Background: an optimization exercise with open tools, aiming at small area and a short achievable clock period. Do not read the settings as production practice.
Function was checked by simulation only, so behaviour that the tests miss may differ from the original.
Power is estimated from default activity; no workload was simulated.

Design wavlet, start of the top module:
module wavlet(
	input clk,
	input rst_n,
	input [15:0] data_in,
	output reg signed [20:0] data_out_hd,
	output reg signed [20:0] data_out_ld
);
reg [15:0] or1, or2, or3, er1, er2, er3;
reg ph;
  ...
export LEC_CHECK = 0
export CAP_MARGIN = 20
export CORE_MARGIN = 2
export CORE_UTILIZATION = 40
export SLEW_MARGIN = 20
create_clock -name core_clock -period 12.0 [get_ports {clk}]
standard.sh (not shown) runs the stock make flow with config.mk's settings and CLKGATE_MAP_FILE= SYNTH_SCRIPT=/design/flow/synth_recipe.tcl, a recipe that flattens the netlist after the stock synthesis.
==> flow/flow/run.sh <==
#!/bin/bash
# Own layout flow: the standard synthesis (unchanged), then flipfa.py, a
# netlist pass that removes inverters around full adders (a full adder is
# self-dual, so it can work on complemented signals), then the standard
# layout with plain buffers (buf_4 instead of clkdlybuf4s50_1) on the ports,
# and with ORFS's timing repair aiming at a setup slack of $MARGIN ns (the
# constraints are unchanged: the clock is still the design's period).
# If a layout attempt fails (e.g. a routing fault the extractor rejects), the
# layout steps are run again with a slightly different placement density.
set -uo pipefail
W=$PWD
R=$W/orfs/results/$FLOW_PLATFORM/wavlet/base
bash standard.sh "$R/1_2_yosys.v" > "$W/synth.log" 2>&1 || exit 1
cp "$R/1_2_yosys.v" "$W/yosys_standard.v"
python3 flow/flipfa.py "$W/yosys_standard.v" "$W/yosys_flipped.v" > "$W/flipfa.log" 2>&1 || exit 1
cp "$W/yosys_flipped.v" "$R/1_2_yosys.v"
export BUFFER_PORTS_ARGS="-buffer_cell sky130_fd_sc_hd__buf_4"
MARGIN=8.45
n=0
for dens in "" 0.58 0.62 0.55; do
  n=$((n + 1))
  if [[ -n "$dens" ]]; then
    rm -f "$R"/[2-6]_* "$W"/orfs/logs/"$FLOW_PLATFORM"/wavlet/base/[2-6]_*
    bash standard.sh SETUP_SLACK_MARGIN=$MARGIN PLACE_DENSITY=$dens finish > "$W/layout$n.log" 2>&1 && exit 0
  else
    bash standard.sh SETUP_SLACK_MARGIN=$MARGIN finish > "$W/layout$n.log" 2>&1 && exit 0
  fi
done
exit 1
Other scripts of this flow, unchanged in this note and not shown: flow/flow/flipfa.py
==> next run, changes <==
==> flow/flow/run.sh (replaced) <==
#!/bin/bash
# Own layout flow: the standard synthesis (unchanged), then flipfa.py, a
# netlist pass that removes inverters around full adders (a full adder is
# self-dual, so it can work on complemented signals), then the standard
# layout with plain buffers (buf_4 instead of clkdlybuf4s50_1) on the ports.
set -euo pipefail
W=$PWD
R=$W/orfs/results/$FLOW_PLATFORM/wavlet/base
bash standard.sh "$R/1_2_yosys.v" > "$W/synth.log" 2>&1
cp "$R/1_2_yosys.v" "$W/yosys_standard.v"
python3 flow/flipfa.py "$W/yosys_standard.v" "$W/yosys_flipped.v" > "$W/flipfa.log" 2>&1
cp "$W/yosys_flipped.v" "$R/1_2_yosys.v"
export BUFFER_PORTS_ARGS="-buffer_cell sky130_fd_sc_hd__buf_4"
bash standard.sh > "$W/layout.log" 2>&1
- With this change the flow did not get past 6_report
- routed wire length came out higher by 1.6%
- global-route usage came out higher by 0.18 points
- via count stays flat
- first-iteration DRC count came out higher by 22%

========
== ember ==
Another version of the RTL of wavlet (not shown whole).
Size: roughly 60 I/O pins, about 18000 um^2 of cells after synthesis.
Design wavlet, start of the top module:
module wavlet(
	input clk,
	input rst_n,
	input [15:0] data_in,
	output reg signed [20:0] data_out_hd,
	output reg signed [20:0] data_out_ld
);
export LEC_CHECK = 0
export CAP_MARGIN = 20
export CORE_MARGIN = 2
export CORE_UTILIZATION = 40
export CTS_CLUSTER_DIAMETER = 80
export CTS_CLUSTER_SIZE = 30
export SLEW_MARGIN = 20
create_clock -name core_clock -period 12.0 [get_ports {clk}]
==> flow/flow/run.sh <==
#!/bin/bash
# Own layout flow: the standard synthesis (unchanged), then flipfa2.py, a
# netlist pass that removes inverters (a full adder is
# self-dual, and many gates have a complement cell), then the standard
# layout with plain buffers (buf_4 instead of clkdlybuf4s50_1) on the ports,
# and with ORFS's timing repair aiming at a setup slack of $MARGIN ns (the
# constraints are unchanged: the clock is still the design's period).
# If a layout attempt fails (e.g. a routing fault the extractor rejects), the
# layout steps are run again with a slightly different placement density.
set -uo pipefail
W=$PWD
R=$W/orfs/results/$FLOW_PLATFORM/wavlet/base
bash standard.sh "$R/1_2_yosys.v" > "$W/synth.log" 2>&1 || exit 1
cp "$R/1_2_yosys.v" "$W/yosys_standard.v"
python3 flow/flipfa2.py "$FLOW_HOME/platforms/$FLOW_PLATFORM/lib/sky130_fd_sc_hd__tt_025C_1v80.lib" "$W/yosys_standard.v" "$W/yosys_flipped.v" 1500 > "$W/flipfa.log" 2>&1 || exit 1
cp "$W/yosys_flipped.v" "$R/1_2_yosys.v"
export BUFFER_PORTS_ARGS="-buffer_cell sky130_fd_sc_hd__buf_4"
MARGIN=8.45
n=0
for dens in "" 0.58 0.62 0.55; do
  n=$((n + 1))
  if [[ -n "$dens" ]]; then
    rm -f "$R"/[2-6]_* "$W"/orfs/logs/"$FLOW_PLATFORM"/wavlet/base/[2-6]_*
    bash standard.sh SETUP_SLACK_MARGIN=$MARGIN PLACE_DENSITY=$dens finish > "$W/layout$n.log" 2>&1 && exit 0
  else
    bash standard.sh SETUP_SLACK_MARGIN=$MARGIN finish > "$W/layout$n.log" 2>&1 && exit 0
  fi
done
exit 1
Other scripts of this flow, unchanged in this note and not shown: flow/flow/flipfa2.py
What willow does differently from ember at the input level:
Settings: CORE_UTILIZATION changed from 40 to 65.
diff --git a/flow/flow/run.sh b/flow/flow/run.sh
--- a/flow/flow/run.sh
+++ b/flow/flow/run.sh
@@ -5 +5 @@
-# layout with plain buffers (buf_4 instead of clkdlybuf4s50_1) on the ports,
+# layout with plain buffers (buf_1 instead of clkdlybuf4s50_1) on the ports,
@@ -17,2 +17,2 @@
-export BUFFER_PORTS_ARGS="-buffer_cell sky130_fd_sc_hd__buf_4"
-MARGIN=8.45
+export BUFFER_PORTS_ARGS="-buffer_cell sky130_fd_sc_hd__buf_1"
+MARGIN=8.55
Results
Multi-input combinational cell area: willow vs ember — no meaningful difference
willow ends up with a clock power that is about 20% lower than in ember.
willow reports a lower post-synthesis to final-layout area growth than ember does.
Summary of willow over ember: worst setup slack after layout increased by 0.058 ns relative to the old numbers, detailed-routing iteration count for the pre-antenna-repair pass now larger, cell-internal power decreased 4.2%, number of ordinary and repair buffers in the finished layout +26%, CTS clock-pin slew for the worst setup and hold paths neither gained nor lost much.
Compared with ember, willow shows cell area that has gone down by a few percent.
diff inputs: willow => onyx
Settings: changing CORE_UTILIZATION from 65 to 55.
[summary]
Summary — clock share of power, onyx relative to willow: higher, by 1.5 points.
Looking only at fraction of power consumed by combinational cells, and setting everything else aside, the lower value of onyx and willow goes to onyx.
Routed wirelength normalized by instance count for onyx: 3.4% down relative to willow
On post-synthesis average cell area, onyx and willow are neck and neck.
In onyx, the maximum number of pins on one net before global-route repair came out 78 below the value in willow.
Input changes introduced in lagoon (baseline for comparison: onyx):
diff --git a/flow/flow/run.sh b/flow/flow/run.sh
--- a/flow/flow/run.sh
+++ b/flow/flow/run.sh
@@ -5 +5 @@
-# layout with plain buffers (buf_1 instead of clkdlybuf4s50_1) on the ports,
+# layout with plain buffers (buf_4 instead of clkdlybuf4s50_1) on the ports,
@@ -17,2 +17,2 @@
-export BUFFER_PORTS_ARGS="-buffer_cell sky130_fd_sc_hd__buf_1"
-MARGIN=8.55
+export BUFFER_PORTS_ARGS="-buffer_cell sky130_fd_sc_hd__buf_4"
+MARGIN=8.45
--- outcome ---
Data arrival time of the worst path: lagoon > onyx. Between onyx and lagoon, the routed wire length figures differ only marginally. Going from onyx to lagoon, the final weighted congestion in routability-driven placement was found to have gone down by about 1.2%. Cell count ended up 10 lower on lagoon than on onyx. Between onyx and lagoon, layout clock buffer count increased. lagoon ended up with a higher final cell utilization of the core than onyx did. Worst reg2reg path depth: lower on lagoon. Synthesized area of lagoon is on par with onyx.

[what the ideal ports hide]
The results above use ideal ports. As a check the final layouts listed here were re-extracted and re-timed, cells and wires unchanged. Step 1: set_driving_cell puts a clkbuf_16 on clk and a buf_2 on each other input, an assumption about the parent block. Step 2 adds t to the input delays and takes it off the output delays; t is the mean of the earliest and latest rising clock arrival at the registers after step 1. Input paths then give back, and output paths get back, about the clock's delay inside the block. Three values: no drivers, after step 1, after step 2; two values: the first two.
run | t (ns) | slack for setup (ns) | hold slack, ns | latest minus earliest clock arrival (ns)
the first run of note 1 | 0.646 | 8.460 / 8.401 / 8.205 | 0.354 / 0.354 / 0.354 | 0.020 / 0.020
ember | 0.571 | 8.503 / 8.449 / 8.200 | 0.363 / 0.363 / 0.363 | 0.029 / 0.030
willow | 0.548 | 8.561 / 8.511 / 8.278 | 0.364 / 0.364 / 0.364 | 0.023 / 0.022
onyx | 0.555 | 8.581 / 8.531 / 8.353 | 0.365 / 0.365 / 0.365 | 0.018 / 0.018
lagoon | 0.557 | 8.536 / 8.487 / 8.192 | 0.366 / 0.366 / 0.366 | 0.024 / 0.024
After both steps every run listed still meets setup and hold. For lagoon, which loses most, drivers alone change the setup slack by -0.049 ns; drivers and shift together by -0.344 ns. The worst setup slack also covers recovery checks on asynchronous resets.
